What follows belongs to an exercise in optimizing a design on an open flow for small area, a short achievable clock period and few clock cycles; a production flow would make more cautious choices.
RTL that was checked went through simulation tests only; none was proved equivalent to the original.
For runs 1 and 2, only the layout was checked, not whether the RTL still works.

### flow/run.sh
#!/bin/bash
# synth_recipe.tcl (not shown) runs the flow's synth.tcl, then flattens the netlist and writes it again
# the make line also repeats each setting of config.mk as NAME=value (left out here)
make -C /OpenROAD-flow-scripts/flow DESIGN_CONFIG=/design/flow/config.mk WORK_HOME=/design/flow/orfs CLKGATE_MAP_FILE= SYNTH_SCRIPT=/design/flow/synth_recipe.tcl finish
### flow/config.mk
export PLATFORM = sky130hd
export DESIGN_NAME = divider
export DESIGN_NICKNAME = divider
export VERILOG_FILES = /design/flow/design.v
export SDC_FILE = /design/flow/constraint.sdc
export NUM_CORES = 4
export LEC_CHECK = 0
export CAP_MARGIN = 20
export CORE_MARGIN = 2
export CORE_UTILIZATION = 40
export PLACE_DENSITY = 0.6
export SETUP_SLACK_MARGIN = 5
export SLEW_MARGIN = 20
### flow/constraint.sdc
create_clock -name core_clock -period 10.0 [get_ports {clk}]
set_input_delay 2.0000 -clock core_clock [delete_from_list [all_inputs] [get_ports {clk}]]
set_output_delay 2.0000 -clock core_clock [all_outputs]
set_load 0.01 [all_outputs]
### flow/design.v
module divider
(
    input clk,
    input rst,
    input  logic div_start,
    input logic [2:0] div_op,
    input  logic [31:0] dividend,  
    input  logic [31:0] divisor,  
    output logic [31:0] quotient,  
    output logic [31:0] remainder,  
    output logic div_stall,
    output logic div_done
);
    localparam logic [1:0] S_IDLE = 2'b00, S_PREP = 2'b01, S_ITER = 2'b11, S_DONE = 2'b10;
    logic [1:0]  state;
    logic [31:0] rq;     
    logic [31:0] rr;     
    logic [31:0] rd;     
    logic [3:0]  cnt;    
    logic        nq;     
    logic        nr;     
    logic [5:0]  lza;    
    logic [5:0]  lzb;    
    logic [31:0] rq_s, rr_s;
    cneg u_nq (.x(rq), .n(nq), .y(rq_s));
    cneg u_nr (.x(rr), .n(nr), .y(rr_s));
    assign quotient  = rq_s;
    assign remainder = rr_s;
    assign div_stall = state[0] | (div_start & ~state[1]);
    assign div_done  = (state == S_DONE);
    logic sa_in, sb_in;
    logic [5:0] lza_in, lzb_in;
    assign sa_in = ~div_op[0] & dividend[31];
    assign sb_in = ~div_op[0] & divisor[31];
    lzc32 u_lza (.x(dividend ^ {32{sa_in}}), .n(lza_in));
    lzc32 u_lzb (.x(divisor ^ {32{sb_in}}), .n(lzb_in));
    logic       bzero;
    logic [6:0] diff;
    logic [4:0] it;
    assign bzero = lzb[5] & ~nr;
    assign diff = {1'b0, lzb} + {6'd0, nq} + 7'd2 - {1'b0, lza};    
    always_comb begin
        if (bzero || (!diff[6] && diff[5])) it = 5'd16;
        else if (diff[6]) it = 5'd0;
        else it = {1'b0, diff[4:1]};
    end
    logic [31:0] rot0, rot1, rot2, rot3, rot4, hm;
    assign rot0 = rq_s;
    assign rot1 = it[0] ? {rot0[1:0],  rot0[31:2]}  : rot0;
    assign rot2 = it[1] ? {rot1[3:0],  rot1[31:4]}  : rot1;
    assign rot3 = it[2] ? {rot2[7:0],  rot2[31:8]}  : rot2;
    assign rot4 = it[3] ? {rot3[15:0], rot3[31:16]} : rot3;
    assign hm = ~(32'hffff_ffff >> {it, 1'b0});
    logic [33:0] x;
    assign x = {rr, rq[31:30]};
    logic [33:0] t1; logic c1;
    skadd #(34) u_t1 (.a(x), .b(~{2'b0, rd}), .ci(1'b1), .s(t1), .co(c1));
    logic [32:0] t2h; logic c2;
    skadd #(33) u_t2 (.a(x[33:1]), .b(~{1'b0, rd}), .ci(1'b1), .s(t2h), .co(c2));
    logic [34:0] a3, b3, d3, s3, c3, t3;
    logic c3o;
    assign a3 = {1'b0, x};
    assign b3 = ~{2'b0, rd, 1'b0};
    assign d3 = ~{3'b0, rd};
    assign s3 = a3 ^ b3 ^ d3;
    assign c3 = (a3 & b3) | (a3 & d3) | (b3 & d3);
    skadd #(35) u_t3 (.a(s3), .b({c3[33:0], 1'b1}), .ci(1'b1), .s(t3), .co(c3o));
    logic ge1, ge2, ge3;
    assign ge1 = c1;
    assign ge2 = c2;
    assign ge3 = ~t3[34];
    logic [31:0] r_next;
    logic [1:0]  q_dig;
    always_comb begin
        if (ge3)      r_next = t3[31:0];
        else if (ge2) r_next = {t2h[30:0], x[0]};
        else if (ge1) r_next = t1[31:0];
        else          r_next = x[31:0];
        q_dig = {ge2, ge3 | (ge1 & ~ge2)};
    end
    always_ff @(posedge clk) begin
        if (rst) state <= S_IDLE;
        else begin
            case (state)
                S_IDLE: if (div_start) state <= S_PREP;
                S_PREP: state <= (it == 5'd0) ? S_DONE : S_ITER;
                S_ITER: if (cnt == 4'd0) state <= S_DONE;
                default: state <= S_IDLE;
            endcase
        end
    end
    always_ff @(posedge clk) begin
        lza <= lza_in;
        lzb <= lzb_in;
        case (state)
            S_PREP: begin
                rr  <= rot4 & ~hm;
                rq  <= rot4 & hm;
                rd  <= rr_s;
                cnt <= it[3:0] - 4'd1;
                nq  <= (nq ^ nr) & ~bzero;
                nr  <= nq;
            end
            S_ITER: begin
                rr  <= r_next;
                rq  <= {rq[29:0], q_dig};
                cnt <= cnt - 4'd1;
            end
            default: begin
                rr  <= divisor;
                rq  <= dividend;
                nq  <= sa_in;
                nr  <= sb_in;
            end
        endcase
    end
endmodule
module skadd #(parameter int W = 32)
(
    input  logic [W-1:0] a,
    input  logic [W-1:0] b,
    input  logic         ci,
    output logic [W-1:0] s,
    output logic         co
);
    logic [W-1:0] g, p, G, P;
    always_comb begin
        g = a & b;
        p = a ^ b;
        G = g;
        P = p;
        G[0] = g[0] | (p[0] & ci);
        for (int l = 0; (1 << l) < W; l++)
            for (int i = 0; i < W; i++)
                if ((i >> l) & 1) begin
                    G[i] = G[i] | (P[i] & G[((i >> l) << l) - 1]);
                    P[i] = P[i] & P[((i >> l) << l) - 1];
                end
    end
    assign s  = p ^ {G[W-2:0], ci};
    assign co = G[W-1];
endmodule
module cneg
(
    input  logic [31:0] x,
    input  logic        n,
    output logic [31:0] y
);
    logic [31:0] o;
    always_comb begin
        o = x;
        for (int l = 0; l < 5; l++)
            for (int i = 0; i < 32; i++)
                if ((i >> l) & 1)
                    o[i] = o[i] | o[((i >> l) << l) - 1];
    end
    assign y = x ^ ({32{n}} & {o[30:0], 1'b0});
endmodule
module lzc32
(
    input  logic [31:0] x,
    output logic [5:0]  n
);
    logic [31:0] v1;
    logic [15:0] v2;
    logic [7:0]  v3;
    logic [3:0]  v4;
    logic [4:0]  z;
    always_comb begin
        z[4] = (x[31:16] == 16'd0);
        v1   = z[4] ? {x[15:0], 16'd0} : x;
        z[3] = (v1[31:24] == 8'd0);
        v2   = z[3] ? v1[23:8] : v1[31:16];
        z[2] = (v2[15:12] == 4'd0);
        v3   = z[2] ? v2[11:4] : v2[15:8];
        z[1] = (v3[7:6] == 2'd0);
        v4   = z[1] ? v3[5:2] : v3[7:4];
        z[0] = ~v4[3];
        n    = (x == 32'd0) ? 6'd32 : {1'b0, z};
    end
endmodule
==> results of run 1 <==
[metal layers]
metal | vias up | global-route usage
li1 | 7557 | -
met1 | 7928 | 0.443
met2 | 844 | 0.483
met3 | 152 | 0.0554
met4 | 2 | 0.141
met5 | - | 0
[synthesized netlist by cell type (24+ instances only)]
master,instances
nand4_1,24
ha_1,110
a21oi_1,118
xor2_1,58
o21ai_0,138
mux2i_1,81
inv_1,127
o31ai_1,31
or3_1,24
edfxtp_1,38
nor2_1,126
dfxtp_1,78
clkbuf_1,87
nor3_1,47
a21o_1,29
fa_1,46
a31oi_1,26
xnor2_1,77
a211oi_1,34
nand3_1,44
nand2_1,177
o211ai_1,50
[layout make-up]
cell class / instances / area [um^2] / area share
clock inverter: 14 / 105 / 0.00565
sequential: 116 / 2720 / 0.146
clock buffer: 18 / 439 / 0.0236
inverter: 127 / 478 / 0.0257
tap: 511 / 639 / 0.0343
multi-input combinational: 1589 / 12200 / 0.654
antenna: 1 / 2.50 / 0.000134
timing repair buffer: 236 / 2050 / 0.110
[logic make-up after synthesis]
logic type      count (synthesis)  synth area share
mux                            99            0.0676
buf+inv                       232            0.0586
flops                         116             0.178
simple gates                  573             0.186
xor+xnor                      135            0.0780
compound gates                625             0.280
fa+ha+maj                     156             0.152
[state kept, by name, indices dropped and copies added, names as in the netlist]
register and cells:
lzb 6, cnt 4, nq 1, rq 32, rr 32, lza 6, rd 32, nr 1
state 2
[path summary, 6_finish.rpt]
| path | end | slack [ns] | cells past startpoint |
|---|---|---|---|
| worst max-delay path | remainder[28] | 3.74 | 12 |
| worst min-delay path | rq[4] | 0.56 | 2 |
| worst max register to register | rq[12] | 5.02 | 13 |
| worst min register to register | rq[4] | 0.56 | 2 |
[stage by stage]
| step | std cells | worst slack [ns] |
|---|---|---|
| floorplan | 1936 | 4.55 |
| global placement | 2505 | 3.71 |
| detailed placement | 2505 | 3.71 |
| CTS | 2592 | 3.72 |
| global route | 2611 | 3.64 |
| finish | 2612 | 3.74 |
[repair_timing]
action / in CTS / in global routing
buffers inserted: 54 / 19
pin swaps: 26 / 22
endpoints found under the hold margin: 0 / 0
gates resized for setup: 144 / 73
setup endpoints to repair: 114 / 96
gates cloned: 1 / 0
[critical path: cells and delay by family (launching register included)]
kind | cells | cell delay (ns)
buffers and inverters | 4 | 0.55
xor gates and xnor gates | 1 | 0.14
DFF | 1 | 0.35
AOI/OAI and AO/OA | 1 | 0.19
and+or+nand+nor | 6 | 2.57
==> impl_metrics.tcl, run 1 <==
set metrics [dict create \
    synthesis.yosys.warnings 6 \
    synth_nets 2162 \
    final_cell_area_um2 18600 \
    nNetsFinal 2313 \
    final.setup.tns_ns 0 \
    timing.fmax_mhz 160 \
    die_width_um 199 \
    cell_area_after_placement_um2 17000 \
    grt_first_pass_wirelength_um 94900 \
    critical_path_sink_type "primary output" \
    mostFrequentLayoutCell "nand2_1" \
    critical_path.startpoint "rr[3]" \
    final_cell_mix "170 x nand2_1, 128 x o21ai_0, 125 x inv_1, 125 x nor2_1, 118 x a21oi_1" \
    routed_wirelength_um 63600 \
    worst_hold_startpoint "rq[2]" \
    first_iter_violations 1693 \
    dieArea_um2 39500 \
    core_area_um2 37500 \
    wl_met3_um 5100 \
    floorplan.rows 71 \
    max-cap-violations 0 \
    period_utilization_post_route 0.626 \
    first_global_vias 15616 \
    grt_setup_unrepaired "true" \
    gp_congestion 0.980 \
    cts.hold.buffers_added 0 \
    drive_gt1_frac 0.139 \
    gr-total-overflow 0 \
    clock-skew-final_ns 0.00969 \
    antenna_found_initial 3 \
    crit_type "flop to primary output" \
    worst_path_max_delay_cell "or4b_4" \
    detail-route-antenna-nets 0 \
    timing_worst_slew_pin_value_ns 0.975 \
    final_core_utilization 0.497 \
    yosys.area.top_type_share 0.103 \
    cts_root_buffer "clkbuf_16" \
    cts_buffer_depth 2 \
    port-buffer-count 133 \
    wirelength_met1_um 27900 \
    worst_skew_pair.late_latency_ns 0.45 \
    clk_pin_slew_ns 0.06 \
    design.portCount 136 \
    cts.sink_count 116 \
    run_status "timing/DRC/antenna clean" \
    post_synth_inst_count 1936 \
    post_drt_wl_per_cell_um 24.3 \
    final-max-slew-violation-count 0 \
    routed_via_density 6.31 \
    max_stage_delay_ns 0.54 \
    async_set_or_reset_register_ratio_after_synthesis 0 \
    post-route-drc-count 0 \
    postSynthRegisterBits 116 \
    synth.yosys.seq_area_share 0.178 \
    synth_cell_area_um2 15200 \
    crit_path_frequent_cell "or4_4" \
    path_cells "or4_4 -> or3_4 -> or4_4 -> or4b_4 -> nand4b_4 -> or4_4 -> buf_4 -> buf_6 -> buf_6 -> o31ai_4 -> xnor2_2 -> buf_2" \
    synth_enable_flop_cells 38 \
    cts_tree "yes" \
    fin_worst_hold_slack_ns 0.556 \
    flow.area_growth_from_synthesis_pct 22.8 \
    gr-usage-all-layers 0.319 \
    min_tclk_post_route_ns 6.26 \
    overall_die_height_um 199 \
    worst_slew_margin_rel 0.349 \
    finalHoldViolCount 0 \
    fillers 3682 \
    place.detailed.hpwl_um 48100 \
    ys_types 85 \
    syn_avg_cell_area_um2 7.83 \
    cts_buffers 17 \
    synth_top_flop_cell "dfxtp_1" \
    setup.worst_path.start_class "flop" \
    grt_max_degree 59 \
    critPathRequiredTime_ns 8.00 \
    highest_layer "met5" \
    cp_max_fo 5 \
    worstPathArrival_ns 4.26 \
    synth_largest_area_cell "dfxtp_1" \
    h-tree-depth 4 \
    num_vias 16483 \
    first_pass_iters 5 \
    setup_viol_count_final 0 \
    class_of_the_worst_hold_path "flop to flop" \
    met2_wirelength_um 27700 \
    timing.rr.start "nq" \
    initial_core_util 0.404 \
    synthTopCellsByArea "dfxtp_1 10%, ha_1 9.1%, edfxtp_1 7.5%" \
]
==> inputs of run 2 (changes only) <==
--- a/flow/config.mk
+++ b/flow/config.mk
@@ -11,3 +11,2 @@
 export PLACE_DENSITY = 0.6
-export SETUP_SLACK_MARGIN = 5
 export SLEW_MARGIN = 20
==> run 2 against run 1 <==
  * Count of clock-buffer cells in the layout grew 3
  * Global-route usage is 0.54 points lower
  * Hold slack improved by 0.073 ns
  * Non-clock buffer count down 69
  * Register-to-register slack got worse by 1.1 ns
  * Clock skew up 0.0081 ns
==> impl_metrics.tcl, run 2 <==
set metrics [dict create \
    dieArea_um2 39500 \
    first_pass_iters 6 \
    cts.sink_count 116 \
    crit_type "flop to primary output" \
    gr-total-overflow 0 \
    cts_buffer_depth 2 \
    cts_tree "yes" \
    postSynthRegisterBits 116 \
    antenna_found_initial 0 \
    setup.worst_path.start_class "flop" \
    floorplan.rows 71 \
    first_iter_violations 1635 \
    mostFrequentLayoutCell "nand2_1" \
    synthTopCellsByArea "dfxtp_1 10%, ha_1 9.1%, edfxtp_1 7.5%" \
    nNetsFinal 2243 \
    grt_first_pass_wirelength_um 93400 \
    post-route-drc-count 0 \
    routed_via_density 6.28 \
    synth.most_common_cell "nand2_1" \
    finalNonFillerCells 2541 \
    cts_setup_buffers 0 \
    cts.hold.buffers_added 0 \
    gr-usage-all-layers 0.314 \
    min_tclk_post_route_ns 6.76 \
    synth_largest_area_cell "dfxtp_1" \
    cts_root_buffer "clkbuf_16" \
    worstPathArrival_ns 4.76 \
    run_status "timing/DRC/antenna clean" \
    die_width_um 199 \
    drive_gt1_frac 0.0581 \
    cp_max_fo 8 \
    num_antenna_cells 0 \
    yosys.area.top_type_share 0.103 \
    setup_viol_count_final 0 \
    port-buffer-count 133 \
    ff2ff_setup_slack_ns 3.95 \
    worst_skew_pair.late_latency_ns 0.45 \
    overall_die_height_um 199 \
    initial_core_util 0.404 \
    cts.repair.resized 0 \
    leading_registers_by_flop_count "rd x32, rq x32, rr x32" \
    synth_enable_flop_cells 38 \
    h-tree-depth 4 \
    finalHoldViolCount 0 \
    post_synth_inst_count 1936 \
    ys_types 85 \
    num_vias 15967 \
    period_utilization_post_route 0.676 \
    synth.yosys.seq_area_share 0.178 \
    grt_max_degree 58 \
    timing.fmax_mhz 148 \
    gp_congestion 0.977 \
    critPathRequiredTime_ns 8.00 \
    final-max-slew-violation-count 0 \
    timing_worst_slew_pin_value_ns 1.18 \
    first_global_vias 15037 \
    synth_xor_area_frac 0.0780 \
    final.setup.tns_ns 0 \
    post_drt_wl_per_cell_um 24.3 \
    synth-compound-area-share 0.280 \
    routed_wirelength_um 61800 \
    flow.area_growth_from_synthesis_pct 16.3 \
    adder_cell_area_share_of_the_yosys_netlist 0.152 \
    design.portCount 136 \
    fillers 3779 \
    synth_cell_area_um2 15200 \
    max-cap-violations 0 \
    cts_buffers 17 \
    post_synth_mux_area_share 0.0676 \
    async_set_or_reset_register_ratio_after_synthesis 0 \
    synth_top_flop_cell "dfxtp_1" \
    grt_setup_unrepaired "false" \
    syn_avg_cell_area_um2 7.83 \
    critical_path_sink_type "primary output" \
    core_area_um2 37500 \
    synthSimpleGateAreaFrac 0.186 \
    synth_top_family_by_area "compound AO/OA/AOI/OAI gates" \
    place.detailed.hpwl_um 48400 \
    detail-route-antenna-nets 0 \
    synthTopCellsByCount "177 x nand2_1, 138 x o21ai_0, 127 x inv_1" \
    clk_pin_slew_ns 0.06 \
    synth_nets 2162 \
    clock-skew-final_ns 0.0177 \
    class_of_the_worst_hold_path "flop to flop" \
    final_cell_mix "177 x nand2_1, 137 x o21ai_0, 133 x clkdlybuf4s50_1" \
    synthesis.yosys.warnings 6 \
    placed_cells 2508 \
    worst_slew_margin_rel 0.190 \
]
==> run 2: cell type report <==
type | instances | area [um^2] | share of cell area
timing repair buffer | 167 | 1590 | 0.0904
inverter | 127 | 478 | 0.0271
tap | 511 | 639 | 0.0363
clock buffer | 21 | 493 | 0.0280
multi-input combinational | 1588 | 11600 | 0.658
clock inverter | 11 | 120 | 0.00681
sequential | 116 | 2700 | 0.153
==> run 2: worst paths after layout <==
| path | to | start | cells after the start |
|---|---|---|---|
| worst max-delay path | remainder[31] | rr[2] | 10 |
| worst min-delay path | rq[16] | rq[14] | 2 |
| worst max register to register | rr[4] | nq | 13 |
| worst min register to register | rq[16] | rq[14] | 2 |
==> run 2: logic make-up after synthesis <==
group / after synthesis
AO/OA/AOI/OAI: 625
XOR/XNOR: 135
adder cells (fa/ha/maj): 156
buffers and inverters: 232
flip-flops: 116
multiplexers: 99
AND/OR/NAND/NOR: 573
==> run 2: through the flow <==
step	hold WS, ns	cell area [um^2]	util	worst slack, ns
final	0.628	17600	0.470	3.24
after global routing	0.659	17600	0.470	3.10
after CTS	0.611	17600	0.470	3.19
after detailed placement	0.599	17000	0.454	3.69
after global placement	0.597	17000	0.454	3.69
after floorplan	0.510	15200	-	4.51
==> run 2: critical path: stages (launching register included) <==
cell	delay (ns)
dfxtp_1	0.43
or4_4	0.57
or3_4	0.36
or4_4	0.45
or4b_4	0.54
nand4b_4	0.24
or4_4	0.50
or3_4	0.35
o21ai_2	0.13
xnor2_1	0.15
clkdlybuf4s50_1	0.59
==> run 2: layer usage <==
metal  wire, um  GRT usage  vias up  share of wire
met5          0          0        -              0
met4       2410      0.129        0          0.039
met3       5100     0.0607      118          0.082
met2      26700      0.469      713           0.43
met1      27700      0.440     7720           0.45
li1           -          -     7416              -
==> inputs of run 3 (changes only) <==
--- a/flow/design.v
+++ b/flow/design.v
@@ -13,4 +13,5 @@
 );
-    localparam logic [1:0] S_IDLE = 2'b00, S_PREP = 2'b01, S_ITER = 2'b11, S_DONE = 2'b10;
-    logic [1:0]  state;
+    localparam logic [2:0] S_IDLE = 3'b000, S_PREP = 3'b001, S_ITER = 3'b011,
+                           S_FIX  = 3'b101, S_DONE = 3'b010;
+    logic [2:0]  state;
     logic [31:0] rq;     
@@ -23,2 +24,3 @@
     logic [5:0]  lzb;    
+    logic        bzr;    
     logic [31:0] rq_s, rr_s;
@@ -26,6 +28,6 @@
     cneg u_nr (.x(rr), .n(nr), .y(rr_s));
-    assign quotient  = rq_s;
-    assign remainder = rr_s;
+    assign quotient  = rq;
+    assign remainder = rr;
     assign div_stall = state[0] | (div_start & ~state[1]);
-    assign div_done  = (state == S_DONE);
+    assign div_done  = state[1] & ~state[0];
     logic sa_in, sb_in;
@@ -36,19 +38,18 @@
     lzc32 u_lzb (.x(divisor ^ {32{sb_in}}), .n(lzb_in));
-    logic       bzero;
-    logic [6:0] diff;
-    logic [4:0] it;
-    assign bzero = lzb[5] & ~nr;
-    assign diff = {1'b0, lzb} + {6'd0, nq} + 7'd2 - {1'b0, lza};    
-    always_comb begin
-        if (bzero || (!diff[6] && diff[5])) it = 5'd16;
-        else if (diff[6]) it = 5'd0;
-        else it = {1'b0, diff[4:1]};
-    end
+    logic       big;
+    logic [4:0] diff;
+    logic [3:0] itl;
+    logic [4:0] itr;
+    assign big  = lzb[5] | (lzb[4:1] == 4'hf);
+    logic [6:0] dfull; assign dfull = {1'b0,lzb} + {6'd0, nq} + 7'd2 - {1'b0,lza}; assign diff = dfull[6] ? 5'd0 : dfull[4:0];
+    assign itl  = big ? 4'd0 : diff[4:1];
+    assign itr  = {big, itl};
+    assign bzr  = lzb[5] & ~nr;
     logic [31:0] rot0, rot1, rot2, rot3, rot4, hm;
     assign rot0 = rq_s;
-    assign rot1 = it[0] ? {rot0[1:0],  rot0[31:2]}  : rot0;
-    assign rot2 = it[1] ? {rot1[3:0],  rot1[31:4]}  : rot1;
-    assign rot3 = it[2] ? {rot2[7:0],  rot2[31:8]}  : rot2;
-    assign rot4 = it[3] ? {rot3[15:0], rot3[31:16]} : rot3;
-    assign hm = ~(32'hffff_ffff >> {it, 1'b0});
+    assign rot1 = itr[0] ? {rot0[1:0],  rot0[31:2]}  : rot0;
+    assign rot2 = itr[1] ? {rot1[3:0],  rot1[31:4]}  : rot1;
+    assign rot3 = itr[2] ? {rot2[7:0],  rot2[31:8]}  : rot2;
+    assign rot4 = itr[3] ? {rot3[15:0], rot3[31:16]} : rot3;
+    assign hm = ~(32'hffff_ffff >> {itr, 1'b0});
     logic [33:0] x;
@@ -85,4 +86,5 @@
                 S_IDLE: if (div_start) state <= S_PREP;
-                S_PREP: state <= (it == 5'd0) ? S_DONE : S_ITER;
-                S_ITER: if (cnt == 4'd0) state <= S_DONE;
+                S_PREP: state <= (itr != 5'd0) ? S_ITER : (nq ^ nr) | nq ? S_FIX : S_DONE;
+                S_ITER: if (cnt == 4'd0) state <= (nq | nr) ? S_FIX : S_DONE;
+                S_FIX:  state <= S_DONE;
                 default: state <= S_IDLE;
@@ -99,4 +101,4 @@
                 rd  <= rr_s;
-                cnt <= it[3:0] - 4'd1;
-                nq  <= (nq ^ nr) & ~bzero;
+                cnt <= itl - 4'd1;
+                nq  <= (nq ^ nr) & ~bzr;
                 nr  <= nq;
@@ -107,2 +109,6 @@
                 cnt <= cnt - 4'd1;
+            end
+            S_FIX: begin
+                rr  <= rr_s;
+                rq  <= rq_s;
             end
--- a/flow/config.mk
+++ b/flow/config.mk
@@ -9,4 +9,5 @@
 export CORE_MARGIN = 2
-export CORE_UTILIZATION = 40
-export PLACE_DENSITY = 0.6
+export CORE_UTILIZATION = 60
+export PLACE_DENSITY = 0.75
+export SETUP_SLACK_MARGIN = 5
 export SLEW_MARGIN = 20
==> run 3 against run 2 <==
  * Worst setup slack improved by 1.7 ns
  * Hold slack improved by 0.055 ns
  * Critical path depth increased by 4
  * Largest cell class unchanged
  * Highest routed layer unchanged
==> impl_metrics.tcl, run 3 <==
set metrics [dict create \
    cts_setup_buffers 0 \
    crit_type "flop to flop" \
    h-tree-depth 4 \
    cts.sink_count 117 \
    first_pass_iters 7 \
    port-buffer-count 133 \
    routed_via_density 7.50 \
    overall_die_height_um 167 \
    detail-route-antenna-nets 0 \
    finalHoldViolCount 0 \
    worst_skew_pair.late_latency_ns 0.44 \
    setup.worst_path.start_class "flop" \
    timing.fmax_mhz 196 \
    design.portCount 136 \
    synth.most_common_cell "a21oi_1" \
    grt_max_degree 57 \
    postSynthRegisterBits 117 \
    grt_first_pass_wirelength_um 103000 \
    gr-total-overflow 0 \
    run_status "timing/DRC/antenna clean" \
    synth_nets 2319 \
    synth.yosys.seq_area_share 0.172 \
    first_iter_violations 3147 \
    path_depth 14 \
    die_width_um 167 \
    nNetsFinal 2391 \
    final_cell_mix "181 x a21oi_1, 156 x nor2_1, 149 x nand2_1" \
    worst_slew_margin_rel 0.257 \
    class_of_the_worst_hold_path "flop to flop" \
    ff2ff_setup_slack_ns 4.90 \
    ys_types 85 \
    synthTopCellsByCount "185 x a21oi_1, 159 x nor2_1, 150 x nand2_1" \
    max-cap-violations 0 \
    dieArea_um2 27900 \
    timing.hold.worst_path_depth 3 \
    setup_ws_ns 4.90 \
    floorplan.rows 59 \
    gr-usage-all-layers 0.471 \
    drive_gt1_frac 0.0629 \
    synth_cell_area_um2 16000 \
    flow.area_growth_from_synthesis_pct 14.1 \
    cpLargestDelayFamily "multiplexers" \
    post_synth_inst_count 2093 \
    leading_registers_by_flop_count "rd x32, rq x32, rr x32" \
    grt_setup_unrepaired "true" \
    timing.critical_path.buf_inv 3 \
    num_vias 18837 \
    yosys.area.top_type_share 0.0965 \
    cts_buffers 17 \
    final.setup.tns_ns 0 \
    worstPathArrival_ns 5.37 \
    final_core_utilization 0.699 \
    cts_buffer_depth 2 \
    cp_max_fo 42 \
    mostFrequentLayoutCell "a21oi_1" \
    async_set_or_reset_register_ratio_after_synthesis 0 \
    initial_core_util 0.613 \
    synth_enable_flop_cells 40 \
    path_cells "buf_4 -> nand2b_1 -> fa_1 -> nor2b_1 -> o31ai_1 -> and3_1 -> buf_4 -> nor2_2 -> buf_4 -> mux2i_1 -> mux2i_1 -> mux2i_1 -> nand2_1 -> a21oi_1" \
    rr_worst_depth 14 \
    final-max-slew-violation-count 0 \
    min_tclk_post_route_ns 5.10 \
    synthTopCellsByArea "dfxtp_1 9.7%, ha_1 8.6%, edfxtp_1 7.5%" \
    place.detailed.hpwl_um 49800 \
    cts_tree "yes" \
    period_utilization_post_route 0.510 \
    worst_path_max_delay_cell "mux2i_1" \
    syn_avg_cell_area_um2 7.63 \
    max_stage_delay_ns 0.66 \
    gp_congestion 1.06 \
    cts_root_buffer "clkbuf_16" \
    synth_largest_area_cell "dfxtp_1" \
    critPathRequiredTime_ns 10.27 \
    routed_wirelength_um 68000 \
    setup_viol_count_final 0 \
    post-route-drc-count 0 \
    post_drt_wl_per_cell_um 27.1 \
    clk_pin_slew_ns 0.06 \
    first_global_vias 17664 \
    cell_area_after_placement_um2 17600 \
    cts.hold.buffers_added 0 \
    clock-skew-final_ns 0.0141 \
    synthesis.yosys.warnings 6 \
    synth_top_flop_cell "dfxtp_1" \
    timing_worst_slew_pin_value_ns 1.10 \
    place_worst_setup_slack_ns 4.05 \
    final_cell_area_um2 18200 \
    core_area_um2 26100 \
    antenna_found_initial 0 \
    critical_path_sink_type "flop" \
]
run 3: cell types whose count changed after synthesis, sizes merged, moves of 12 or more:
| cell | change |
|---|---|
| a211oi | +25 |
| a21o | +15 |
| a21oi | +67 |
| a31oi | +12 |
| clkbuf | +19 |
| inv | -30 |
| mux2i | -40 |
| nand2 | -26 |
| nand4 | +12 |
| nor2 | +33 |
| nor3 | +17 |
| o211ai | -21 |
| o22ai | +36 |
| xor2 | -14 |
run 3: worst reg2reg max path, delay by kind of cell, from the launching register on:
family | cells | cell delay, ns
muxes | 3 | 1.44
buffers and inverters | 3 | 1.10
and+or+nand+nor | 5 | 0.86
AOI/OAI and AO/OA | 2 | 0.77
adders and majority gates | 1 | 0.43
DFF | 1 | 0.33
run 3: path summary, 6_finish.rpt:
path / startpoint / end
worst max register to register: nq / rq[27]
worst max-delay path: nq / rq[27]
worst min register to register: lzb[5] / nq
worst min-delay path: lzb[5] / nq
run 3: kinds of logic after synthesis:
logic type	share of synthesized area
buf+inv	0.0529
simple gates	0.200
fa+ha+maj	0.144
flops	0.172
xor+xnor	0.0702
mux	0.0391
compound gates	0.322
run 3: what timing repair did:
action / CTS / global route
setup endpoints to repair: 4 / 13
pin swaps: 0 / 0
resized for setup: 4 / 12
run 3: per-stage QoR:
step,hold WS (ns),std cells
4_1_cts,0.666,2511
3_3_place_gp,0.637,2480
6_report,0.684,2513
2_1_floorplan,0.556,2093
3_5_place_dp,0.657,2480
5_1_grt,0.726,2512
run 3: final cells by class:
| class | instances | area [um^2] |
|---|---|---|
| Antenna cell | 1 | 2.50 |
| Inverter | 98 | 368 |
| Timing Repair Buffer | 176 | 1650 |
| Tap cell | 335 | 419 |
| Sequential cell | 117 | 2740 |
| Clock inverter | 12 | 113 |
| Clock buffer | 19 | 443 |
| Fill cell | 2182 | 7850 |
| Multi-Input combinational cell | 1755 | 12500 |
run 3: metal layers:
layer | up-vias | track usage | part of all wire
met4 | 0 | 0.335 | 0.088
met5 | - | 0 | 0
met2 | 1592 | 0.713 | 0.42
li1 | 8146 | - | -
met3 | 430 | 0.122 | 0.14
met1 | 8669 | 0.583 | 0.35
Testbench counts of run 3, summed over its fixed seeds: cycles 16,580.
==> inputs of run 4 (changes only) <==
--- a/flow/config.mk
+++ b/flow/config.mk
@@ -9,4 +9,4 @@
 export CORE_MARGIN = 2
-export CORE_UTILIZATION = 60
-export PLACE_DENSITY = 0.75
+export CORE_UTILIZATION = 40
+export PLACE_DENSITY = 0.6
 export SETUP_SLACK_MARGIN = 5
==> run 4 against run 3 <==
  * Still clean on timing, DRC and antenna
  * Fmax up 4.1%
  * Final cell count up 7.5%
  * Utilization fell by 23 points
  * Critical path depth decreased by 10
  * Register-to-register slack improved by 0.27 ns
  * Non-clock buffer count shrank 1
  * Global-route usage decreased by 13 points
  * First-iteration DRC count decreased by 36%
==> impl_metrics.tcl, run 4 <==
set metrics [dict create \
    run_status "timing/DRC/antenna clean" \
    multi_input_comb_area_um2 12500 \
    cts.sink_count 117 \
    final_cell_area_um2 18500 \
    port-buffer-count 133 \
    synth_cell_area_um2 16000 \
    core_area_um2 39500 \
    gp_congestion 0.995 \
    grt_first_pass_wirelength_um 108000 \
    synth-compound-area-share 0.322 \
    finalHoldViolCount 0 \
    detail-route-antenna-nets 0 \
    r2r-end "rr[21]" \
    dieArea_um2 41500 \
    mostFrequentLayoutCell "a21oi_1" \
    cp_max_fo 2 \
    cts_tree "yes" \
    synth_largest_area_cell "dfxtp_1" \
    cts.hold.buffers_added 0 \
    post-route-drc-count 0 \
    synth.most_common_cell "a21oi_1" \
    ys_types 85 \
    fin_worst_hold_slack_ns 0.655 \
    synth_nets 2319 \
    fillers 3934 \
    nNetsFinal 2390 \
    die_width_um 204 \
    synthSimpleGateAreaFrac 0.200 \
    seqCellArea_um2 2740 \
    max_stage_delay_ns 0.46 \
    post_synth_mux_area_share 0.0391 \
    antenna_found_initial 0 \
    critical_path.startpoint "div_start" \
    crit_path_frequent_cell "nand2b_1" \
    worstPathArrival_ns 2.90 \
    endpoint_of_the_worst_hold_path "cnt[0]" \
    flow.area_growth_from_synthesis_pct 15.8 \
    floorplan.rows 73 \
    leading_registers_by_flop_count "rd x32, rq x32, rr x32" \
    clock-skew-final_ns 0.0134 \
    setup_viol_count_final 0 \
    post_synth_inst_count 2093 \
    grt_max_degree 57 \
    setup.worst_path.start_class "input pin" \
    max-cap-violations 0 \
    min_tclk_post_route_ns 4.90 \
    worst_slew_margin_rel 0.223 \
    synth_enable_flop_cells 40 \
    final.setup.tns_ns 0 \
    num_vias 18087 \
    synthTopCellsByCount "185 x a21oi_1, 159 x nor2_1, 150 x nand2_1" \
    synth_xor_area_frac 0.0702 \
    gr-total-overflow 0 \
    first_pass_iters 6 \
    final_cell_mix "181 x a21oi_1, 156 x nor2_1, 149 x nand2_1" \
    cts_root_buffer "clkbuf_16" \
    place.detailed.hpwl_um 54100 \
    rr_worst_depth 13 \
    design.portCount 136 \
    timing.critical_path.buf_inv 2 \
    critical_path_sink_type "primary output" \
    period_utilization_post_route 0.490 \
    adder_cell_area_share_of_the_yosys_netlist 0.144 \
    num_antenna_cells 0 \
    async_set_or_reset_register_ratio_after_synthesis 0 \
    overall_die_height_um 204 \
    worst_hold_startpoint "cnt[0]" \
    gr-usage-all-layers 0.340 \
    h-tree-depth 4 \
    timing.fmax_mhz 204 \
    final-max-slew-violation-count 0 \
    cts_setup_buffers 0 \
    routed_via_density 6.69 \
    class_of_the_worst_hold_path "flop to flop" \
    cpLargestDelayFamily "buffers and inverters" \
    timing.hold.worst_path_depth 1 \
    syn_avg_cell_area_um2 7.63 \
    ff2ff_setup_slack_ns 5.17 \
    synthesis.yosys.warnings 6 \
    synthTopCellsByArea "dfxtp_1 9.7%, ha_1 8.6%, edfxtp_1 7.5%" \
    timing.rr.start "nq" \
    drive_gt1_frac 0.0634 \
    postSynthRegisterBits 117 \
    cts_buffers 17 \
    cell_area_after_placement_um2 17800 \
    initial_core_util 0.404 \
    post_drt_wl_per_cell_um 26.5 \
    yosys.area.top_type_share 0.0965 \
    worst_path_max_delay_cell "clkdlybuf4s50_1" \
    clk_pin_slew_ns 0.06 \
    cts_buffer_depth 2 \
    routed_wirelength_um 71600 \
    grt_setup_unrepaired "true" \
    crit_type "input pin to primary output" \
    first_global_vias 17265 \
    synth_top_flop_cell "dfxtp_1" \
    synth_top_family_by_area "compound AO/OA/AOI/OAI gates" \
    first_iter_violations 2005 \
    synth.yosys.seq_area_share 0.172 \
    worst_skew_pair.late_latency_ns 0.44 \
    path_cells "clkdlybuf4s50_1 -> nand2b_1 -> nand2b_1 -> dlygate4sd2_1" \
    timing_worst_slew_pin_value_ns 1.16 \
    critPathRequiredTime_ns 8.00 \
]
run 4: worst max-delay path by stage:
stage / depth (start not counted) / to / slack [ns]
floorplan: 11 / lzb[0] / 5.50
global placement: 10 / lzb[0] / 4.04
detailed placement: 10 / lzb[0] / 4.04
CTS: 10 / lzb[0] / 4.90
global route: 10 / lzb[0] / 4.87
finish: 4 / div_stall / 5.10
run 4: per-stage QoR:
step           worst slack (ns)   util  instances
2_1_floorplan              5.50      -       2093
3_5_place_dp               4.04  0.451       2670
5_1_grt                    4.87  0.467       2702
4_1_cts                    4.90  0.466       2702
3_3_place_gp               4.04  0.451       2670
6_report                   5.10  0.467       2702
run 4: per-layer routing:
layer	vias to the layer above	part of all wire	routed length, um	GRT usage
met2	1112	0.44	31700	0.534
li1	8161	-	-	-
met5	-	0	0	0
met1	8590	0.41	29100	0.446
met4	0	0.055	3910	0.170
met3	224	0.095	6830	0.0626
run 4: logic make-up after synthesis:
group / Yosys count
xor gates and xnor gates: 128
adders and majority gates: 156
and+or+nand+nor: 642
muxes: 58
buffers and inverters: 221
AOI/OAI and AO/OA: 771
DFF: 117
run 4: cell type report:
cell class | instances | share of cell area
timing repair buffer | 175 | 0.0893
tap | 525 | 0.0355
multi-input combinational | 1755 | 0.674
sequential | 117 | 0.148
clock inverter | 7 | 0.00352
clock buffer | 25 | 0.0291
inverter | 98 | 0.0199
run 4: timing repair:
action / in CTS / in global routing
pin swaps: 0 / 0
hold endpoints to repair: 0 / 0
setup endpoints to repair: 9 / 14
resized for setup: 5 / 12
==> inputs of run 5 (changes only) <==
--- a/flow/design.v
+++ b/flow/design.v
@@ -45,3 +45,3 @@
     assign itl  = big ? 4'd0 : diff[4:1];
-    assign itr  = {big, itl};
+    assign itr  = (big | state[2]) ? 5'b10000 : {1'b0, itl};
     assign bzr  = lzb[5] & ~nr;
@@ -112,3 +112,3 @@
                 rr  <= rr_s;
-                rq  <= rq_s;
+                rq  <= rot4 & hm;
             end
==> run 5 against run 4 <==
  * Critical path depth increased by 10
  * Die area decreased by 1.0%
  * Global-route usage decreased by 1.6 points
  * Register-to-register slack got worse by 0.09 ns
  * Critical path type is now flop to flop
  * Critical endpoint is now rr[8]
==> impl_metrics.tcl, run 5 <==
set metrics [dict create \
    core_area_um2 38800 \
    critical_path_sink_type "flop" \
    class_of_the_worst_hold_path "flop to flop" \
    cts_buffers 17 \
    wirelength_met1_um 28300 \
    place.detailed.hpwl_um 52500 \
    fin_worst_hold_slack_ns 0.624 \
    placed_cells 2600 \
    routed_wirelength_um 67600 \
    finalNonFillerCells 2635 \
    ys_types 98 \
    synth.yosys.seq_area_share 0.173 \
    timing_worst_slew_pin_value_ns 1.13 \
    place_worst_setup_slack_ns 3.96 \
    setup_viol_count_final 0 \
    worst_skew_pair.late_latency_ns 0.45 \
    gr-usage-all-layers 0.324 \
    h-tree-depth 4 \
    synth_nets 2265 \
    final_core_utilization 0.473 \
    floorplan.rows 72 \
    cts.hold.buffers_added 0 \
    overall_die_height_um 203 \
    worst_slew_margin_rel 0.246 \
    flow.area_growth_from_synthesis_pct 16.2 \
    yosys.area.top_type_share 0.0988 \
    routed_via_density 6.54 \
    cts_root_buffer "clkbuf_16" \
    fillers 3885 \
    synthesis.yosys.warnings 6 \
    synth.most_common_cell "nand2_1" \
    final-max-slew-violation-count 0 \
    syn_avg_cell_area_um2 7.75 \
    final_cell_mix "170 x nand2_1, 145 x nor2_1, 133 x o21ai_0" \
    leading_registers_by_flop_count "rd x32, rq x32, rr x32" \
    gr-total-overflow 0 \
    die_width_um 203 \
    post-route-drc-count 0 \
    dieArea_um2 41100 \
    synth_top_flop_cell "dfxtp_1" \
    cp_max_fo 44 \
    antenna_found_initial 4 \
    crit_type "flop to flop" \
    first_iter_violations 1893 \
    cts.sink_count 117 \
    design.portCount 136 \
    first_pass_iters 6 \
    clk_pin_slew_ns 0.07 \
    synthTopCellsByCount "171 x nand2_1, 150 x nor2_1, 134 x o21ai_0" \
    max-cap-violations 0 \
    first_global_vias 16371 \
    critPathRequiredTime_ns 10.31 \
    highest_layer "met5" \
    grt_first_pass_wirelength_um 101000 \
    synth_largest_area_cell "dfxtp_1" \
    grt_max_degree 53 \
    detail-route-antenna-nets 0 \
    cts_tree "yes" \
    min_tclk_post_route_ns 4.92 \
    setup_ws_ns 5.08 \
    final_cell_area_um2 18400 \
    final.setup.tns_ns 0 \
    wl_met3_um 5800 \
    met2_wirelength_um 29800 \
    async_set_or_reset_register_ratio_after_synthesis 0 \
    cell_area_after_placement_um2 17600 \
    period_utilization_post_route 0.492 \
    cts_buffer_depth 2 \
    mostFrequentLayoutCell "nand2_1" \
    clock-skew-final_ns 0.0176 \
    gp_congestion 1.02 \
    timing.fmax_mhz 203 \
    finalHoldViolCount 0 \
    synth_enable_flop_cells 39 \
    run_status "timing/DRC/antenna clean" \
    num_antenna_cells 0 \
    nNetsFinal 2330 \
    setup.worst_path.start_class "flop" \
    synthTopCellsByArea "dfxtp_1 9.9%, ha_1 8.7%, edfxtp_1 7.4%" \
    port-buffer-count 133 \
    grt_setup_unrepaired "false" \
    initial_core_util 0.407 \
    num_vias 17235 \
    synth_cell_area_um2 15800 \
    worstPathArrival_ns 5.24 \
    postSynthRegisterBits 117 \
    post_synth_inst_count 2039 \
    drive_gt1_frac 0.0718 \
    post_drt_wl_per_cell_um 25.7 \
]
-- run 5: cell types whose count changed after synthesis, sizes merged, moves of 15 or more --
cell / previous run / this run
o22ai: 47 / 17
clkbuf: 106 / 87
nand2: 151 / 172
nor3: 64 / 79
o211ai: 29 / 45
a21oi: 187 / 131
a211oi: 59 / 34
a21o: 44 / 23
a22oi: 11 / 32
-- run 5: kinds of logic (layout without fill, tap and decap cells) --
kind of cell / after synthesis / in the layout / share of synthesized area
adder cells (fa/ha/maj): 156 / 156 / 0.145
flip-flops: 117 / 117 / 0.173
buffers and inverters: 218 / 296 / 0.0543
AO/OA/AOI/OAI: 681 / 681 / 0.299
XOR/XNOR: 135 / 135 / 0.0748
multiplexers: 66 / 66 / 0.0445
AND/OR/NAND/NOR: 666 / 666 / 0.209
-- run 5: final cells by class --
type	count	area, um^2	area share
clock buffer	21	526	0.0286
clock inverter	11	96.3	0.00525
inverter	102	387	0.0211
multi-input combinational	1704	12400	0.675
sequential	117	2730	0.149
tap	518	648	0.0353
timing repair buffer	162	1580	0.0863
-- run 5: path summary, 6_finish.rpt --
path	start	to	slack (ns)	cells past startpoint
worst max register to register	nq	rr[8]	5.08	14
worst max-delay path	nq	rr[8]	5.08	14
worst min register to register	cnt[0]	state[0]	0.62	2
worst min-delay path	cnt[0]	state[0]	0.62	2
-- run 5: what timing repair did --
item | 4_1_cts | 5_1_grt
cloned | 0 | 0
buffers inserted | 0 | 2
resized for setup | 15 | 29
endpoints found under the setup margin | 22 | 45
-- run 5: layer usage --
layer  GRT usage  vias to the layer above
met4       0.159                        6
met5           0                        -
met3      0.0546                      175
met1       0.431                     8207
li1            -                     7859
met2       0.507                      988
-- run 5: worst max-delay path, cell delays in order (launching register included) --
cell	delay, ns
edfxtp_1	0.38
buf_6	0.22
clkinvlp_4	0.24
nor2_1	0.10
fa_1	0.47
a211o_1	0.33
and4_1	0.24
or3_4	0.48
nand2_2	0.19
buf_4	0.48
mux2i_1	0.38
mux2_2	0.29
a22oi_1	0.24
a221oi_1	0.63
nand2_1	0.10
Testbench counts of run 5, summed over its fixed seeds: cycles 16,580.
==> inputs of run 6 (changes only) <==
==> flow/flow/run.sh (new file) <==
#!/bin/bash
# Standard layout (the standard.sh, unchanged synthesis), with two
# changes to how the layout is made:
#  - the port buffers are buf_1 cells (repair_timing upsizes them where
#    timing needs it) instead of the delay cells buffer_ports picks
#  - repair_timing aims for a setup slack of 5.4 ns
export BUFFER_PORTS_ARGS="-buffer_cell sky130_fd_sc_hd__buf_1"
export SETUP_SLACK_MARGIN=5.4
bash standard.sh > standard.log 2>&1
==> flow/standard.sh (new file) <==
#!/bin/bash
# synth_recipe.tcl (not shown) runs the flow's synth.tcl, then flattens the netlist and writes it again
# the make line also repeats each setting of config.mk as NAME=value (left out here)
make -C /OpenROAD-flow-scripts/flow DESIGN_CONFIG=/design/flow/config.mk WORK_HOME=/design/flow/orfs CLKGATE_MAP_FILE= SYNTH_SCRIPT=/design/flow/synth_recipe.tcl "${@:-finish}"
--- a/flow/config.mk
+++ b/flow/config.mk
@@ -11,3 +11,2 @@
 export PLACE_DENSITY = 0.6
-export SETUP_SLACK_MARGIN = 5
 export SLEW_MARGIN = 20
removed: flow/run.sh
==> run 6 against run 5 <==
  * Still clean on timing, DRC and antenna
  * Wire length barely moved
  * Count of clock-buffer cells in the layout shrank 3
  * Final cell count up 0.72%
  * Critical path depth did not move
  * Fmax is 7.1% higher
  * Register-to-register slack improved by 0.33 ns
  * Flip-flop and latch count is the same
  * Cell area fell by 2.7%
  * Utilization decreased by 1.3 points
==> impl_metrics.tcl, run 6 <==
set metrics [dict create \
    max_stage_delay_ns 0.49 \
    nNetsFinal 2347 \
    fillers 3910 \
    synth_enable_flop_cells 39 \
    worst_skew_pair.late_latency_ns 0.43 \
    core_area_um2 38800 \
    mostFrequentLayoutCell "nand2_1" \
    synth_largest_area_cell "dfxtp_1" \
    grt_setup_unrepaired "true" \
    synthTopCellsByCount "171 x nand2_1, 150 x nor2_1, 134 x o21ai_0" \
    async_set_or_reset_register_ratio_after_synthesis 0 \
    class_of_the_worst_hold_path "flop to flop" \
    multi_input_comb_area_um2 12600 \
    synthTopCellsByArea "dfxtp_1 9.9%, ha_1 8.7%, edfxtp_1 7.4%" \
    post-route-drc-count 0 \
    seqCellArea_um2 2740 \
    finalHoldViolCount 0 \
    period_utilization_post_route 0.460 \
    cts_tree "yes" \
    cts_buffers 17 \
    path_cells "buf_6 -> clkinvlp_4 -> nor2_1 -> fa_1 -> a211o_1 -> a211oi_4 -> o31ai_4 -> or3_2 -> clkbuf_8 -> nand2_2 -> o22ai_1 -> nor3_4 -> nand2b_1 -> o2111ai_1" \
    routed_via_density 6.52 \
    critPathRequiredTime_ns 10.22 \
    cp_max_fo 52 \
    synth.yosys.seq_area_share 0.173 \
    first_pass_iters 9 \
    timing.fmax_mhz 217 \
    post_synth_inst_count 2039 \
    fin_worst_hold_slack_ns 0.621 \
    yosys.area.top_type_share 0.0988 \
    final.setup.tns_ns 0 \
    design.portCount 136 \
    cts_root_buffer "clkbuf_16" \
    synth_top_flop_cell "dfxtp_1" \
    dieArea_um2 41100 \
    cpLargestDelayFamily "simple AND/OR/NAND/NOR gates" \
    max-cap-violations 0 \
    ys_types 98 \
    run_status "timing/DRC/antenna clean" \
    detail-route-antenna-nets 0 \
    timing_worst_slew_pin_value_ns 1.07 \
    min_tclk_post_route_ns 4.60 \
    worst_path_max_delay_cell "or3_2" \
    syn_avg_cell_area_um2 7.75 \
    synth_cell_area_um2 15800 \
    port-buffer-count 133 \
    place.detailed.hpwl_um 52500 \
    first_iter_violations 2154 \
    grt_first_pass_wirelength_um 102000 \
    worst_slew_margin_rel 0.284 \
    worstPathArrival_ns 4.81 \
    timing.critical_path.buf_inv 3 \
    routed_wirelength_um 67600 \
    h-tree-depth 4 \
    crit_type "flop to flop" \
    die_width_um 203 \
    cts.hold.buffers_added 0 \
    postSynthRegisterBits 117 \
    post_drt_wl_per_cell_um 25.5 \
    cts_buffer_depth 2 \
    synth.most_common_cell "nand2_1" \
    cts.sink_count 117 \
    leading_registers_by_flop_count "rd x32, rq x32, rr x32" \
    clk_pin_slew_ns 0.06 \
    num_vias 17312 \
    overall_die_height_um 203 \
    gp_congestion 1.01 \
    synthesis.yosys.warnings 6 \
    drive_gt1_frac 0.0937 \
    synth_nets 2265 \
    floorplan.rows 72 \
    setup_viol_count_final 0 \
    clock-skew-final_ns 0.0139 \
    gr-total-overflow 0 \
    setup.worst_path.start_class "flop" \
    grt_max_degree 53 \
    initial_core_util 0.407 \
    critical_path_sink_type "flop" \
    flow.area_growth_from_synthesis_pct 13.0 \
    first_global_vias 16155 \
    final-max-slew-violation-count 0 \
    gr-usage-all-layers 0.323 \
    antenna_found_initial 4 \
    final_cell_mix "167 x nand2_1, 142 x nor2_1, 130 x o21ai_0" \
]
[run 6: cell counts after synthesis]
No cell type changed its count.
[run 6: worst paths after layout]
path | from | to | slack, ns | cells past startpoint
setup / recovery | nq | rr[4] | 5.40 | 14
hold / removal | cnt[2] | state[1] | 0.62 | 2
setup reg to reg | nq | rr[4] | 5.40 | 14
hold reg to reg | cnt[2] | state[1] | 0.62 | 2
[run 6: cell families after synthesis]
kind of cell	after synthesis	share of synthesized area
buffers and inverters	218	0.0543
muxes	66	0.0445
AOI/OAI and AO/OA	681	0.299
xor gates and xnor gates	135	0.0748
adders and majority gates	156	0.145
and+or+nand+nor	666	0.209
DFF	117	0.173
[run 6: area by class of cell]
class,instances,share of cell area
Antenna cell,2,0.000280
Clock buffer,18,0.0240
Clock inverter,14,0.00862
Inverter,102,0.0216
Multi-Input combinational cell,1704,0.705
Sequential cell,117,0.153
Tap cell,518,0.0363
Timing Repair Buffer,179,0.0512
[run 6: tightest hold or removal path, cell delays in order (launching register included)]
cell and delay [ns]:
edfxtp_1 0.35, o41ai_1 0.11, a21oi_1 0.12
[run 6: repair_timing]
item                       CTS  global route
gates cloned                 0             1
pin swaps                    1             4
setup endpoints to repair   69            54
resized for setup           38            53
buffers inserted             5            16
[run 6: per-layer routing]
metal / vias up / routed length (um) / global-route usage / share of wire
met2: 882 / 29900 / 0.501 / 0.44
met5: - / 22 / 0 / 0.00033
met1: 8327 / 28200 / 0.428 / 0.42
met3: 187 / 5980 / 0.0663 / 0.089
met4: 4 / 3460 / 0.152 / 0.051
li1: 7912 / - / - / -
[run 6: metrics by stage]
stage / instances / util / cell area, um^2 / setup slack (ns)
after CTS: 2635 / 0.451 / 17500 / 5.25
final: 2654 / 0.460 / 17900 / 5.40
after floorplan: 2039 / - / 15800 / 5.40
after detailed placement: 2598 / 0.430 / 16700 / 4.18
after global routing: 2652 / 0.460 / 17900 / 5.33
after global placement: 2598 / 0.430 / 16700 / 4.20
==> inputs of run 7 (changes only) <==
--- a/flow/flow/run.sh
+++ b/flow/flow/run.sh
@@ -5,5 +5,5 @@
 #    timing needs it) instead of the delay cells buffer_ports picks
-#  - repair_timing aims for a setup slack of 5.4 ns
+#  - repair_timing aims for a setup slack of 5.6 ns
 export BUFFER_PORTS_ARGS="-buffer_cell sky130_fd_sc_hd__buf_1"
-export SETUP_SLACK_MARGIN=5.4
+export SETUP_SLACK_MARGIN=5.6
 bash standard.sh > standard.log 2>&1
==> run 7 against run 6 <==
  * Die area unchanged
  * Synthesized cell count unchanged
  * Largest cell class unchanged
  * Fmax up 4.4%
  * Wire length is 0.36% lower
  * Critical path type is now input pin to primary output
==> impl_metrics.tcl, run 7 <==
set metrics [dict create \
    yosys.area.top_type_share 0.0988 \
    post_drt_wl_per_cell_um 25.2 \
    worst_path_max_delay_cell "buf_2" \
    syn_avg_cell_area_um2 7.75 \
    cpLargestDelayFamily "buffers and inverters" \
    clock-skew-final_ns 0.0160 \
    cp_max_fo 2 \
    timing.fmax_mhz 227 \
    synth_enable_flop_cells 39 \
    gp_congestion 1.03 \
    cts_root_buffer "clkbuf_16" \
    post_synth_inst_count 2039 \
    leading_registers_by_flop_count "rd x32, rq x32, rr x32" \
    final-max-slew-violation-count 0 \
    critPathRequiredTime_ns 8.00 \
    finalHoldViolCount 0 \
    nNetsFinal 2369 \
    cts_buffers 17 \
    max_stage_delay_ns 0.15 \
    crit_path_frequent_cell "nand2b_4" \
    grt_first_pass_wirelength_um 100000 \
    synth.most_common_cell "nand2_1" \
    die_width_um 203 \
    critical_path_sink_type "primary output" \
    synth_largest_area_cell "dfxtp_1" \
    grt_max_degree 53 \
    crit_type "input pin to primary output" \
    cts_buffer_depth 2 \
    class_of_the_worst_hold_path "flop to flop" \
    ys_types 98 \
    worst_skew_pair.late_latency_ns 0.44 \
    synth.yosys.seq_area_share 0.173 \
    overall_die_height_um 203 \
    synth_nets 2265 \
    gr-usage-all-layers 0.317 \
    floorplan.rows 72 \
    initial_core_util 0.407 \
    grt.busiest_layer "met2" \
    path_cells "buf_8 -> nand2b_4 -> nand2b_4 -> buf_2" \
    worstPathArrival_ns 2.40 \
    globalRouteMet2Util 0.493 \
    port-buffer-count 133 \
    detail-route-antenna-nets 0 \
    setup_viol_count_final 0 \
    core_area_um2 38800 \
    place.detailed.hpwl_um 51600 \
    grt_setup_unrepaired "true" \
    max-cap-violations 0 \
    mostFrequentLayoutCell "nand2_1" \
    design.portCount 136 \
    gr-total-overflow 0 \
    synth_top_flop_cell "dfxtp_1" \
    worst_slew_margin_rel 0.422 \
    cts_tree "yes" \
    antenna_found_initial 1 \
    run_status "timing/DRC/antenna clean" \
    first_pass_iters 7 \
    final_cell_mix "168 x nand2_1, 143 x nor2_1, 129 x a21oi_1" \
    period_utilization_post_route 0.440 \
    dieArea_um2 41100 \
    first_global_vias 16311 \
    synth_cell_area_um2 15800 \
    h-tree-depth 4 \
    final.setup.tns_ns 0 \
    routed_via_density 6.58 \
    async_set_or_reset_register_ratio_after_synthesis 0 \
    clk_pin_slew_ns 0.06 \
    flow.area_growth_from_synthesis_pct 14.8 \
    timing_worst_slew_pin_value_ns 0.860 \
    synthTopCellsByArea "dfxtp_1 9.9%, ha_1 8.7%, edfxtp_1 7.4%" \
    routed_wirelength_um 67400 \
    timing.critical_path.buf_inv 2 \
    cts.sink_count 117 \
    min_tclk_post_route_ns 4.40 \
    postSynthRegisterBits 117 \
    post-route-drc-count 0 \
    global_routing_usage_on_met3 0.0474 \
    global_route.usage.met1 0.426 \
    first_iter_violations 2059 \
    num_vias 17614 \
    setup.worst_path.start_class "input pin" \
    drive_gt1_frac 0.116 \
    synthesis.yosys.warnings 6 \
    synthTopCellsByCount "171 x nand2_1, 150 x nor2_1, 134 x o21ai_0" \
]
-- run 7: cell counts after synthesis --
No cell type changed its count.
-- run 7: kinds of logic after synthesis --
logic type | share of synthesized area
AOI/OAI and AO/OA | 0.299
and+or+nand+nor | 0.209
buffers and inverters | 0.0543
adders and majority gates | 0.145
xor gates and xnor gates | 0.0748
DFF | 0.173
muxes | 0.0445
-- run 7: timing repair --
item | 4_1_cts | 5_1_grt
pin swaps | 4 | 6
hold buffers | 0 | 0
resized for setup | 67 | 55
setup endpoints to repair | 72 | 67
buffers inserted | 32 | 6
cloned | 1 | 2
-- run 7: final timing paths --
check / from / end / slack [ns] / depth (start not counted)
worst max-delay path: div_start / div_stall / 5.60 / 4
worst min-delay path: rq[27] / rq[29] / 0.63 / 2
worst max register to register: state[2] / rr[12] / 5.66 / 10
worst min register to register: rq[27] / rq[29] / 0.63 / 2
-- run 7: worst reg2reg max path: cells and delay by family (launching register included) --
kind | cells | cell delay, ns
DFF | 1 | 0.59
and+or+nand+nor | 3 | 1.38
buffers and inverters | 3 | 1.17
AOI/OAI and AO/OA | 4 | 1.09
-- run 7: per-layer routing --
| layer | vias up | wire [um] |
|---|---|---|
| li1 | 7949 | - |
| met1 | 8386 | 27800 |
| met2 | 1075 | 29500 |
| met3 | 202 | 6300 |
| met4 | 2 | 3770 |
| met5 | - | 16 |
-- run 7: per-stage QoR --
stage	setup slack (ns)	hold slack, ns	utilization	instances	cell area (um^2)
finish	5.60	0.632	0.467	2675	18100
global route	5.58	0.665	0.467	2674	18100
CTS	5.48	0.615	0.460	2666	17900
detailed placement	4.23	0.601	0.432	2601	16800
global placement	4.28	0.608	0.432	2601	16800
floorplan	5.47	0.547	-	2039	15900
-- run 7: area by class of cell --
cell class,instances,area [um^2]
Antenna cell,1,2.50
Sequential cell,117,2740
Clock inverter,8,71.3
Clock buffer,24,503
Multi-Input combinational cell,1706,12700
Timing Repair Buffer,198,1080
Timing Repair inverter,1,5.00
Inverter,102,390
Fill cell,3878,20700
Tap cell,518,648
==> inputs of run 8 (changes only) <==
--- a/flow/config.mk
+++ b/flow/config.mk
@@ -10,2 +10,3 @@
 export CORE_UTILIZATION = 40
+export CTS_BUF_LIST = sky130_fd_sc_hd__clkbuf_4 sky130_fd_sc_hd__clkbuf_8
 export PLACE_DENSITY = 0.6
==> run 8 against run 7 <==
  * Utilization shrank 0.37 points
  * Die area is the same
  * Worst setup slack better by 0.018 ns
  * Synthesized cell count is the same
  * Non-clock buffer count increased by 1
  * Largest cell class unchanged
==> impl_metrics.tcl, run 8 <==
set metrics [dict create \
    post_drt_wl_per_cell_um 25.1 \
    first_global_vias 16397 \
    finalNonFillerCells 2675 \
    cpLargestDelayFamily "buffers and inverters" \
    drive_gt1_frac 0.117 \
    async_set_or_reset_register_ratio_after_synthesis 0 \
    max_stage_delay_ns 0.14 \
    detail-route-antenna-nets 0 \
    synthTopCellsByArea "dfxtp_1 9.9%, ha_1 8.7%, edfxtp_1 7.4%" \
    grt_max_degree 53 \
    clock-skew-final_ns 0.0247 \
    worstPathArrival_ns 2.39 \
    synth_largest_area_cell "dfxtp_1" \
    timing_worst_slew_pin_value_ns 0.897 \
    num_vias 17696 \
    min_tclk_post_route_ns 4.39 \
    worst_slew_margin_rel 0.395 \
    gr-usage-all-layers 0.317 \
    worst_skew_pair.late_latency_ns 0.47 \
    post-route-drc-count 0 \
    finalHoldViolCount 0 \
    synth_top_flop_cell "dfxtp_1" \
    final.setup.tns_ns 0 \
    path_cells "buf_8 -> nand2b_4 -> nand2b_4 -> buf_2" \
    synth_nets 2265 \
    mostFrequentLayoutCell "nand2_1" \
    antenna_found_initial 1 \
    crit_path_frequent_cell "nand2b_4" \
    timing.fmax_mhz 228 \
    class_of_the_worst_hold_path "flop to flop" \
    final-max-slew-violation-count 0 \
    cts_tree "yes" \
    synthTopCellsByCount "171 x nand2_1, 150 x nor2_1, 134 x o21ai_0" \
    floorplan.rows 72 \
    nNetsFinal 2370 \
    port-buffer-count 133 \
    setup_viol_count_final 0 \
    first_pass_iters 9 \
    yosys.area.top_type_share 0.0988 \
    cts.hold.buffers_added 0 \
    grt_first_pass_wirelength_um 100000 \
    flow.area_growth_from_synthesis_pct 13.9 \
    critPathRequiredTime_ns 8.00 \
    first_iter_violations 1970 \
    place.detailed.hpwl_um 51600 \
    cts_buffers 17 \
    routed_wirelength_um 67200 \
    placed_cells 2601 \
    syn_avg_cell_area_um2 7.75 \
    synth_cell_area_um2 15800 \
    leading_registers_by_flop_count "rd x32, rq x32, rr x32" \
    die_width_um 203 \
    final_cell_mix "168 x nand2_1, 143 x nor2_1, 129 x a21oi_1" \
    initial_core_util 0.407 \
    cp_max_fo 2 \
    max-cap-violations 0 \
    grt_setup_unrepaired "true" \
    synthesis.yosys.warnings 6 \
    synth.most_common_cell "nand2_1" \
    dieArea_um2 41100 \
    worst_path_max_delay_cell "buf_2" \
    synth.yosys.seq_area_share 0.173 \
    gp_congestion 1.03 \
    synth_enable_flop_cells 39 \
    clk_pin_slew_ns 0.07 \
    overall_die_height_um 203 \
    cts.sink_count 117 \
    setup.worst_path.start_class "input pin" \
    timing.critical_path.buf_inv 2 \
    post_synth_inst_count 2039 \
    cts_root_buffer "clkbuf_8" \
    critical_path_sink_type "primary output" \
    ys_types 98 \
    postSynthRegisterBits 117 \
    crit_type "input pin to primary output" \
    gr-total-overflow 0 \
    routed_via_density 6.62 \
    period_utilization_post_route 0.439 \
    cts_buffer_depth 2 \
    h-tree-depth 4 \
    core_area_um2 38800 \
    run_status "timing/DRC/antenna clean" \
    design.portCount 136 \
    num_antenna_cells 0 \
]
[run 8: cell counts after synthesis]
No cell type changed its count.
[run 8: cell type report]
cell class	count	area, um^2
Clock buffer	23	298
Timing Repair Buffer	199	1080
Multi-Input combinational cell	1706	12700
Inverter	102	390
Sequential cell	117	2740
Fill cell	3923	20800
Tap cell	518	648
Timing Repair inverter	1	5.00
Clock inverter	9	101
[run 8: cells by family (layout without fill, tap and decap cells)]
kind of cell               Yosys count  count (layout)  synth area share
DFF                                117             117             0.173
adders and majority gates          156             156             0.145
and+or+nand+nor                    666             668             0.209
xor gates and xnor gates           135             135            0.0748
buffers and inverters              218             334            0.0543
AOI/OAI and AO/OA                  681             681             0.299
muxes                               66              66            0.0445
[run 8: worst paths after layout]
| path | from | endpoint | slack [ns] | cells past startpoint |
|---|---|---|---|---|
| max | div_start | div_stall | 5.61 | 4 |
| min reg2reg | cnt[3] | state[1] | 0.64 | 2 |
| max reg2reg | nq | rr[16] | 5.71 | 14 |
| min | cnt[3] | state[1] | 0.64 | 2 |
[run 8: repair_timing]
item / 4_1_cts / 5_1_grt
buffers inserted: 32 / 7
endpoints found under the hold margin: 0 / 0
endpoints found under the setup margin: 72 / 53
pin swaps: 4 / 5
resized for setup: 63 / 57
cloned: 1 / 2
[run 8: stage by stage]
stage               instance area (um^2)  hold WS, ns  setup slack (ns)   util
finish                             18000        0.640              5.61  0.463
global route                       18000        0.670              5.59  0.463
CTS                                17700        0.618              5.58  0.455
detailed placement                 16800        0.601              4.23  0.432
global placement                   16800        0.608              4.28  0.432
floorplan                          15900        0.547              5.47      -
[run 8: tightest hold or removal path: cells and delay by family, from the launching register on]
kind / cells / cell delay (ns)
compound gates: 2 / 0.26
flops: 1 / 0.35
[run 8: per-layer routing]
layer / GRT usage / share of wire / vias up / routed length [um]
li1: - / - / 7935 / -
met1: 0.426 / 0.42 / 8474 / 27900
met2: 0.491 / 0.43 / 1055 / 29100
met3: 0.0510 / 0.093 / 230 / 6280
met5: 0 / 0.00010 / - / 7
met4: 0.162 / 0.057 / 2 / 3850

[static timing again, ports no longer ideal]
Ports are ideal in the flow. The routed layouts listed here were re-timed in OpenROAD.
Step 1 sets driving cells, clkbuf_16 on the clock port and buf_2 on the other inputs (assumed; they add their load-dependent delay and slew).
Step 2 moves the port delays by t, midway between the first and last clock arrival at a register: inputs arrive t later, outputs are due t later. That takes back most of the time a late clock gives input paths.
Slacks: ideal ports / drivers / drivers and shift; pairs: ideal ports / drivers.
run	t (ns)	slack for setup (ns)	pins driven straight from the clock port
run 1	0.500	3.744 / 3.688 / 4.188	1
run 2	0.493	3.241 / 3.187 / 3.680	1
run 3	0.480	4.900 / 4.900 / 4.641	1
run 4	0.484	5.101 / 5.078 / 4.667	1
run 5	0.495	5.076 / 5.076 / 4.645	1
run 6	0.477	5.402 / 5.402 / 5.015	1
run 7	0.478	5.597 / 5.550 / 5.180	1
run 8	0.506	5.615 / 5.563 / 5.134	1
After both steps setup and hold are still met in every run listed. The setup slack of run 8, which loses most, moves by -0.052 ns with the drivers and by -0.481 ns with both steps.
